This design comes from an exercise in tuning for small area, a short achievable clock period and few clock cycles per item on the open sky130 flow, not from production work.
RTL that was checked went through simulation tests only; none was proved equivalent to the original.
Power is estimated from default activity; no workload was simulated.

==> flow/design.v (excerpt) <==
module divider #
(
    parameter   [16:0] REGMASK = (17'b1_1111_1111_1110_1000)
)(
    input           i_rstn          ,
    input           i_sclk          ,
    input           i_input_valid   ,
    input   [15:0]  i_dividend      ,
    input   [15:0]  i_divisor       ,
    output          o_output_valid  ,
    output  [15:0]  o_quotient      ,
    output  [15:0]  o_remainder
);
    wire    [15:0]  w_rem [0:16];
    wire    [15:0]  w_aq  [0:16];    
    wire    [15:0]  w_dvs [0:16];
    wire    [16:0]  w_vld;
    wire    [15:0]  s_rem [0:16];
    wire    [15:0]  s_aq  [0:16];
    wire    [15:0]  s_dvs [0:16];
    wire    [16:0]  s_vld;
    assign w_rem[0] = 16'd0;
    assign w_aq[0]  = i_dividend;
    assign w_dvs[0] = i_divisor;
    assign w_vld[0] = i_input_valid;
    genvar k;
    generate for (k = 0; k <= 16; k = k + 1) begin : stage
        if (k >= 1) begin : row
            wire    [k-1:0] x  = (k == 1) ? s_aq[k-1][15] : {s_rem[k-1][k-2 >= 0 ? k-2 : 0:0], s_aq[k-1][15]};
            wire    [k-1:0] bl = s_dvs[k-1][k-1:0];
            localparam integer L = 7;                  
            wire    [k-1:0] gi = x & ~bl;            
            wire    [k-1:0] ti = x | ~bl;            
            wire    [k-1:0] gg [0:L];
            wire    [k-1:0] pp [0:L];
            assign gg[0] = {gi[k-1:1], 1'b1};
            assign pp[0] = {ti[(k > 1 ? k-2 : 0):0], 1'b0};
            genvar l, j;
            for (l = 0; l < L; l = l + 1) begin : lvl
                for (j = 0; j < k; j = j + 1) begin : bt
                    localparam integer s  = (l < 4) ? l : 6 - l;
                    localparam integer ok = (l < 4) ? ((j + 1) % (2 << s) == 0)
  ...
==> module divider, before the edit <==
module divider #
(
    parameter   [16:0] REGMASK = (17'b1_1111_1111_1110_1000)
)(
    input           i_rstn          ,
    input           i_sclk          ,
    input           i_input_valid   ,
    input   [15:0]  i_dividend      ,
    input   [15:0]  i_divisor       ,
    output          o_output_valid  ,
    output  [15:0]  o_quotient      ,
    output  [15:0]  o_remainder
);
    wire    [15:0]  w_rem [0:16];
    wire    [15:0]  w_aq  [0:16];    
    wire    [15:0]  w_dvs [0:16];
    wire    [16:0]  w_vld;
    wire    [15:0]  s_rem [0:16];
    wire    [15:0]  s_aq  [0:16];
    wire    [15:0]  s_dvs [0:16];
    wire    [16:0]  s_vld;
    assign w_rem[0] = 16'd0;
    assign w_aq[0]  = i_dividend;
    assign w_dvs[0] = i_divisor;
    assign w_vld[0] = i_input_valid;
    genvar k;
    generate for (k = 0; k <= 16; k = k + 1) begin : stage
        if (k >= 1) begin : row
            wire    [k-1:0] x  = (k == 1) ? s_aq[k-1][15] : {s_rem[k-1][k-2 >= 0 ? k-2 : 0:0], s_aq[k-1][15]};
            wire    [k-1:0] bl = s_dvs[k-1][k-1:0];
            localparam integer L = 7;                  
            wire    [k-1:0] gi = x & ~bl;            
            wire    [k-1:0] ti = x | ~bl;            
            wire    [k-1:0] gg [0:L];
            wire    [k-1:0] pp [0:L];
            assign gg[0] = {gi[k-1:1], 1'b1};
            assign pp[0] = {ti[(k > 1 ? k-2 : 0):0], 1'b0};
            genvar l, j;
            for (l = 0; l < L; l = l + 1) begin : lvl
                for (j = 0; j < k; j = j + 1) begin : bt
                    localparam integer s  = (l < 4) ? l : 6 - l;
                    localparam integer ok = (l < 4) ? ((j + 1) % (2 << s) == 0)
                                                    : ((j + 1) % (2 << s) == (1 << s) && j >= (2 << s));
                    if (ok) begin : comb
                        localparam integer m = j - (1 << s);
                        assign gg[l+1][j] = gg[l][j] | (pp[l][j] & gg[l][m]);
                        assign pp[l+1][j] = pp[l][j] & pp[l][m];
                    end else begin : pass
                        assign gg[l+1][j] = gg[l][j];
                        assign pp[l+1][j] = pp[l][j];
                    end
                end
            end
            wire    [k:0]   c  = {ti & gg[L], 1'b1};
            wire            hz = (k == 16) ? 1'b1 : ~|(s_dvs[k-1] >> k);
            wire            q  = hz & c[k];
            wire    [k-1:0] r  = x ^ ({k{q}} & ~(bl ^ c[k-1:0]));
            assign w_rem[k] = {{(16-k){1'b0}}, r};
            assign w_aq[k]  = {s_aq[k-1][14:0], q};
            assign w_dvs[k] = s_dvs[k-1];
            assign w_vld[k] = s_vld[k-1];
        end
        if (REGMASK[k]) begin : pipe
            reg         r_vld;
            reg [15:0]  r_aq;
            always @(posedge i_sclk or negedge i_rstn)
                if (!i_rstn) r_vld <= 1'b0;
                else         r_vld <= w_vld[k];
            always @(posedge i_sclk)
                r_aq <= w_aq[k];
            assign s_vld[k] = r_vld;
            assign s_aq[k]  = r_aq;
            if (k >= 1) begin : rem
                reg [k-1:0] r_rem;
                always @(posedge i_sclk)
                    r_rem <= w_rem[k][k-1:0];
                assign s_rem[k] = {{(16-k){1'b0}}, r_rem};
            end else begin : norem
                assign s_rem[k] = 16'd0;
            end
            if (k < 16) begin : dvs
                reg [15:0] r_dvs;
                always @(posedge i_sclk)
                    r_dvs <= w_dvs[k];
                assign s_dvs[k] = r_dvs;
            end else begin : nodvs
                assign s_dvs[k] = 16'd0;
            end
        end else begin : thru
            assign s_vld[k] = w_vld[k];
            assign s_aq[k]  = w_aq[k];
            assign s_rem[k] = w_rem[k];
            assign s_dvs[k] = w_dvs[k];
        end
    end
    endgenerate
    assign o_output_valid = s_vld[16];
    assign o_quotient     = s_aq[16];
    assign o_remainder    = s_rem[16];
endmodule
export LEC_CHECK = 0
export ABC_AREA = 1
export CAP_MARGIN = 20
export CORE_MARGIN = 2
export CORE_UTILIZATION = 45
export CTS_CLUSTER_DIAMETER = 80
export CTS_CLUSTER_SIZE = 30
export PLACE_DENSITY = 0.6
export SETUP_SLACK_MARGIN = 3.3
export SLEW_MARGIN = 20
create_clock -name core_clock -period 5.5 [get_ports {i_sclk}]
standard.sh (not shown) runs the stock make flow with config.mk's settings and CLKGATE_MAP_FILE= SYNTH_SCRIPT=/design/flow/synth_recipe.tcl, a recipe that flattens the netlist after the stock synthesis.
==> flow/flow/run.sh <==
#!/bin/bash
# Standard synthesis, unchanged; then the standard layout with port buffers
# that the resizer may resize (no footprint matching).
set -e
bash standard.sh synth > synth.log 2>&1
bash standard.sh MATCH_CELL_FOOTPRINT=0 "BUFFER_PORTS_ARGS=-buffer_cell sky130_fd_sc_hd__buf_4" finish > layout.log 2>&1
Testbench counts at the start, summed over its fixed seeds: cycles 16,104, items 16,000.
Next try:
--- a/flow/design.v
+++ b/flow/design.v
@@ -1,7 +1,7 @@
 `timescale 10ns / 100ps
 module divider #
 (
-    parameter   [16:0] REGMASK = (17'b1_1111_1111_1110_1000)
+    parameter   [16:0] REGMASK = (17'b1_1111_1101_0101_0100)
 )(
     input           i_rstn          ,
     input           i_sclk          ,
Effect: Synthesized area decreases by about 11%; final area increases by 1.3%; sequential cell count decreases by 84; combinational power increases by 25%; clock skew decreases by 0.0049 ns; register-to-register slack loses 0.44 ns; utilization increases by 7.0 points; critical path depth increases by 14; hold slack gains 0.0036 ns; via count increases by 2.3%.
Function not checked in the second run of this note: the RTL went through the layout flow alone.

* * *

## v6
Another version of the RTL of divider (not shown whole).
Size: ~650 flip-flops, roughly 23000 µm² of cells after synthesis.
==> module divider, before the edit <==
module divider #
(
    parameter   [16:0] REGMASK = (17'b1_1111_1111_1111_1110)
)(
    input           i_rstn          ,
    input           i_sclk          ,
    input           i_input_valid   ,
    input   [15:0]  i_dividend      ,
    input   [15:0]  i_divisor       ,
    output          o_output_valid  ,
    output  [15:0]  o_quotient      ,
    output  [15:0]  o_remainder
);
    wire    [15:0]  w_rem [0:16];
    wire    [15:0]  w_aq  [0:16];    
    wire    [15:0]  w_dvs [0:16];
    wire    [16:0]  w_vld;
    wire    [15:0]  s_rem [0:16];
    wire    [15:0]  s_aq  [0:16];
    wire    [15:0]  s_dvs [0:16];
    wire    [16:0]  s_vld;
    assign w_rem[0] = 16'd0;
    assign w_aq[0]  = i_dividend;
    assign w_dvs[0] = i_divisor;
    assign w_vld[0] = i_input_valid;
    genvar k;
    generate for (k = 0; k <= 16; k = k + 1) begin : stage
        if (k >= 1) begin : row
            wire    [k-1:0] x  = (k == 1) ? s_aq[k-1][15] : {s_rem[k-1][k-2 >= 0 ? k-2 : 0:0], s_aq[k-1][15]};
            wire    [k-1:0] bl = s_dvs[k-1][k-1:0];
            localparam integer L = $clog2(k) + 1;
            wire    [k-1:0] gi = x & ~bl;            
            wire    [k-1:0] ti = x | ~bl;            
            wire    [k-1:0] gg [0:L];
            wire    [k-1:0] pp [0:L];
            assign gg[0] = {gi[k-1:1], 1'b1};
            assign pp[0] = {ti[(k > 1 ? k-2 : 0):0], 1'b0};
            genvar l, j;
            for (l = 0; l < L; l = l + 1) begin : lvl
                for (j = 0; j < k; j = j + 1) begin : bt
                    if ((j >> l) & 1) begin : comb
                        localparam integer m = ((j >> l) << l) - 1;
                        assign gg[l+1][j] = gg[l][j] | (pp[l][j] & gg[l][m]);
                        assign pp[l+1][j] = pp[l][j] & pp[l][m];
                    end else begin : pass
                        assign gg[l+1][j] = gg[l][j];
                        assign pp[l+1][j] = pp[l][j];
                    end
                end
            end
            wire    [k:0]   c  = {ti & gg[L], 1'b1};
            wire    [k-1:0] d  = ~(x ^ bl) ^ c[k-1:0];
            wire            hz = (k == 16) ? 1'b1 : ~|(s_dvs[k-1] >> k);
            wire            q  = hz & c[k];
            wire    [k-1:0] r  = q ? d : x;
            assign w_rem[k] = {{(16-k){1'b0}}, r};
            assign w_aq[k]  = {s_aq[k-1][14:0], q};
            assign w_dvs[k] = s_dvs[k-1];
            assign w_vld[k] = s_vld[k-1];
        end
        if (REGMASK[k]) begin : pipe
            reg         r_vld;
            reg [15:0]  r_aq;
            always @(posedge i_sclk or negedge i_rstn)
                if (!i_rstn) r_vld <= 1'b0;
                else         r_vld <= w_vld[k];
            always @(posedge i_sclk)
                r_aq <= w_aq[k];
            assign s_vld[k] = r_vld;
            assign s_aq[k]  = r_aq;
            if (k >= 1) begin : rem
                reg [k-1:0] r_rem;
                always @(posedge i_sclk)
                    r_rem <= w_rem[k][k-1:0];
                assign s_rem[k] = {{(16-k){1'b0}}, r_rem};
            end else begin : norem
                assign s_rem[k] = 16'd0;
            end
            if (k < 16) begin : dvs
                reg [15:0] r_dvs;
                always @(posedge i_sclk)
                    r_dvs <= w_dvs[k];
                assign s_dvs[k] = r_dvs;
            end else begin : nodvs
                assign s_dvs[k] = 16'd0;
            end
        end else begin : thru
            assign s_vld[k] = w_vld[k];
            assign s_aq[k]  = w_aq[k];
            assign s_rem[k] = w_rem[k];
            assign s_dvs[k] = w_dvs[k];
        end
    end
    endgenerate
    assign o_output_valid = s_vld[16];
    assign o_quotient     = s_aq[16];
    assign o_remainder    = s_rem[16];
endmodule
Settings: LEC_CHECK=0, ABC_AREA=1, CAP_MARGIN=20, CORE_MARGIN=2, CORE_UTILIZATION=45, CTS_CLUSTER_DIAMETER=80, CTS_CLUSTER_SIZE=30, PLACE_DENSITY=0.6, SETUP_SLACK_MARGIN=3.0, SLEW_MARGIN=20; clock period 5.5 ns.
Scripts as last shown in full above: flow/flow/run.sh
Here is what was changed in the inputs of v7 compared with v6.
--- a/flow/design.v
+++ b/flow/design.v
@@ -28,9 +28,9 @@
     generate for (k = 0; k <= 16; k = k + 1) begin : stage
         if (k >= 1) begin : row
             wire    [k-1:0] x  = (k == 1) ? s_aq[k-1][15] : {s_rem[k-1][k-2 >= 0 ? k-2 : 0:0], s_aq[k-1][15]};
             wire    [k-1:0] bl = s_dvs[k-1][k-1:0];
-            localparam integer L = $clog2(k) + 1;
+            localparam integer L = 5;                  
             wire    [k-1:0] gi = x & ~bl;            
             wire    [k-1:0] ti = x | ~bl;            
             wire    [k-1:0] gg [0:L];
             wire    [k-1:0] pp [0:L];
@@ -49,12 +49,11 @@
                     end
                 end
             end
             wire    [k:0]   c  = {ti & gg[L], 1'b1};
-            wire    [k-1:0] d  = ~(x ^ bl) ^ c[k-1:0];
             wire            hz = (k == 16) ? 1'b1 : ~|(s_dvs[k-1] >> k);
             wire            q  = hz & c[k];
-            wire    [k-1:0] r  = q ? d : x;
+            wire    [k-1:0] r  = x ^ ({k{q}} & ~(bl ^ c[k-1:0]));
             assign w_rem[k] = {{(16-k){1'b0}}, r};
             assign w_aq[k]  = {s_aq[k-1][14:0], q};
             assign w_dvs[k] = s_dvs[k-1];
             assign w_vld[k] = s_vld[k-1];
==> comparison <==
Count of fill cells added during filler insertion, v7 and v6: higher on v6. Lower ratio of cells with drive above 1 in the final layout goes to v6 over v7. Result for v7 and v6: all clean. v7 — area of the die about 10% lower, v6 as reference. The final reports for v7 and v6 show first-pass GRT wire length lower in the former. v7 gives more combined global-route utilization of all metal layers than v6 did. Delta(fraction of power consumed by sequential logic, v7 - v6) > 0. v6 has a higher met2 usage in global routing than v7. v6 → v7: average cell area after synthesis shrank by 1.2 µm²; worst hold slack held steady. v7 ended with less final design instance area without fill than v6. Synthesized cell count in v7 vs v6: up 38. Setup slack: v7 more than v6. Of the two values seen for type of the tightest min-delay check, reg -> reg was produced by v7 and in -> async by v6.
Testbench counts of v7, summed over its fixed seeds: cycles 16,128, items 16,000.
The RTL of v6 was laid out without a check of its function.

* * *

The RTL this note starts from:
==> flow/design.v <==
`timescale 10ns / 100ps
module divider #
(
    parameter   [16:0] REGMASK = (17'b1_1111_1111_1111_1110)
)(
    input           i_rstn          ,
    input           i_sclk          ,
    input           i_input_valid   ,
    input   [15:0]  i_dividend      ,
    input   [15:0]  i_divisor       ,
    output          o_output_valid  ,
    output  [15:0]  o_quotient      ,
    output  [15:0]  o_remainder
);
    wire    [15:0]  w_rem [0:16];
    wire    [15:0]  w_aq  [0:16];    
    wire    [15:0]  w_dvs [0:16];
    wire    [16:0]  w_vld;
    wire    [15:0]  s_rem [0:16];
    wire    [15:0]  s_aq  [0:16];
    wire    [15:0]  s_dvs [0:16];
    wire    [16:0]  s_vld;
    assign w_rem[0] = 16'd0;
    assign w_aq[0]  = i_dividend;
    assign w_dvs[0] = i_divisor;
    assign w_vld[0] = i_input_valid;
    genvar k;
    generate for (k = 0; k <= 16; k = k + 1) begin : stage
        if (k >= 1) begin : row
            wire    [k-1:0] x  = (k == 1) ? s_aq[k-1][15] : {s_rem[k-1][k-2 >= 0 ? k-2 : 0:0], s_aq[k-1][15]};
            wire    [k-1:0] bl = s_dvs[k-1][k-1:0];
            wire    [k:0]   d  = {1'b0, x} - {1'b0, bl};
            wire            hz = (k == 16) ? 1'b1 : ~|(s_dvs[k-1] >> k);
            wire            q  = hz & ~d[k];
            wire    [k-1:0] r  = q ? d[k-1:0] : x;
            assign w_rem[k] = {{(16-k){1'b0}}, r};
            assign w_aq[k]  = {s_aq[k-1][14:0], q};
            assign w_dvs[k] = s_dvs[k-1];
            assign w_vld[k] = s_vld[k-1];
        end
        if (REGMASK[k]) begin : pipe
            reg         r_vld;
            reg [15:0]  r_aq;
            always @(posedge i_sclk or negedge i_rstn)
                if (!i_rstn) r_vld <= 1'b0;
                else         r_vld <= w_vld[k];
            always @(posedge i_sclk)
                r_aq <= w_aq[k];
            assign s_vld[k] = r_vld;
            assign s_aq[k]  = r_aq;
            if (k >= 1) begin : rem
                reg [k-1:0] r_rem;
                always @(posedge i_sclk)
                    r_rem <= w_rem[k][k-1:0];
                assign s_rem[k] = {{(16-k){1'b0}}, r_rem};
            end else begin : norem
                assign s_rem[k] = 16'd0;
            end
            if (k < 16) begin : dvs
                reg [15:0] r_dvs;
                always @(posedge i_sclk)
                    r_dvs <= w_dvs[k];
                assign s_dvs[k] = r_dvs;
            end else begin : nodvs
                assign s_dvs[k] = 16'd0;
            end
        end else begin : thru
            assign s_vld[k] = w_vld[k];
            assign s_aq[k]  = w_aq[k];
            assign s_rem[k] = w_rem[k];
            assign s_dvs[k] = w_dvs[k];
        end
    end
    endgenerate
    assign o_output_valid = s_vld[16];
    assign o_quotient     = s_aq[16];
    assign o_remainder    = s_rem[16];
endmodule
Settings: LEC_CHECK=0, ABC_AREA=1, CAP_MARGIN=20, CORE_MARGIN=2, CORE_UTILIZATION=45, CTS_CLUSTER_DIAMETER=80, CTS_CLUSTER_SIZE=30, PLACE_DENSITY=0.6, SETUP_SLACK_MARGIN=3.0, SLEW_MARGIN=20; clock period 5.5 ns.
Scripts as last shown in full above: flow/flow/run.sh
Testbench counts at the start, summed over its fixed seeds: cycles 16,128, items 16,000.
==> next run, changes <==
--- a/flow/design.v
+++ b/flow/design.v
@@ -29,10 +29,30 @@
         if (k >= 1) begin : row
             wire    [k-1:0] x  = (k == 1) ? s_aq[k-1][15] : {s_rem[k-1][k-2 >= 0 ? k-2 : 0:0], s_aq[k-1][15]};
             wire    [k-1:0] bl = s_dvs[k-1][k-1:0];
-            wire    [k:0]   d  = {1'b0, x} - {1'b0, bl};
+            localparam integer L = $clog2(k) + 1;
+            wire    [k-1:0] gi = x & ~bl;            
+            wire    [k-1:0] ti = x | ~bl;            
+            wire    [k-1:0] gg [0:L];
+            wire    [k-1:0] pp [0:L];
+            assign gg[0] = {gi[k-1:1], 1'b1};
+            assign pp[0] = {ti[(k > 1 ? k-2 : 0):0], 1'b0};
+            genvar l, j;
+            for (l = 0; l < L; l = l + 1) begin : lvl
+                for (j = 0; j < k; j = j + 1) begin : bt
+                    if ((j >> l) & 1) begin : comb
+                        localparam integer m = ((j >> l) << l) - 1;
+                        assign gg[l+1][j] = gg[l][j] | (pp[l][j] & gg[l][m]);
+                        assign pp[l+1][j] = pp[l][j] & pp[l][m];
+                    end else begin : pass
+                        assign gg[l+1][j] = gg[l][j];
+                        assign pp[l+1][j] = pp[l][j];
+                    end
+                end
+            end
+            wire    [k:0]   c  = {ti & gg[L], 1'b1};
             wire            hz = (k == 16) ? 1'b1 : ~|(s_dvs[k-1] >> k);
-            wire            q  = hz & ~d[k];
-            wire    [k-1:0] r  = q ? d[k-1:0] : x;
+            wire            q  = hz & c[k];
+            wire    [k-1:0] r  = x ^ ({k{q}} & ~(bl ^ c[k-1:0]));
             assign w_rem[k] = {{(16-k){1'b0}}, r};
             assign w_aq[k]  = {s_aq[k-1][14:0], q};
             assign w_dvs[k] = s_dvs[k-1];
Combinational power drops by 41%. Design area fell by 8.7%. Routed wire length is lower by 25%. Global-route usage goes down by 3.5 points. Non-clock buffer count is unchanged. Worst hold slack is better by 5.6 ps. Utilization is lower by 0.33 points. Sequential share of layout area came out higher by 5.0 points. Synthesized cell count decreases by about 9%. Die area drops by about 9%.
No functional check of the RTL was part of the second run of this note.

-- what the ideal ports hide --
How much do the figures lean on ideal ports? The routed layouts below were timed once more, with nothing changed but the port constraints. Step 1, drivers: a clkbuf_16 drives i_sclk and a buf_2 each remaining input, both assumed. Step 2 times the ports against the registers' clock, not the clock port: input delays grow and output delays shrink by t, the midpoint of the rising clock arrivals with the driver on. Three values: ideal ports, drivers, drivers and shift; two values: the first two.
run | shift t [ns] | setup slack, ns | latest minus earliest clock arrival (ns) | worst register clock-pin slew, ns
the first run of note 1 | 0.623 | 3.325 / 3.275 / 2.873 | 0.025 / 0.025 | 0.11 / 0.11
the second run of note 1 | 0.602 | 2.976 / 2.976 / 2.956 | 0.020 / 0.020 | 0.11 / 0.11
v6 | 0.653 | 3.208 / 3.208 / 3.208 | 0.017 / 0.017 | 0.11 / 0.11
v7 | 0.645 | 3.306 / 3.255 / 3.366 | 0.023 / 0.023 | 0.11 / 0.11
the first run of note 3 | 0.621 | 3.296 / 3.267 / 3.296 | 0.024 / 0.025 | 0.11 / 0.11
the second run of note 3 | 0.645 | 3.306 / 3.255 / 3.366 | 0.023 / 0.023 | 0.11 / 0.11
After both steps setup and hold are still met in every run listed. For the first run of note 1, which loses most, drivers alone change the setup slack by -0.050 ns; drivers and shift together by -0.452 ns.
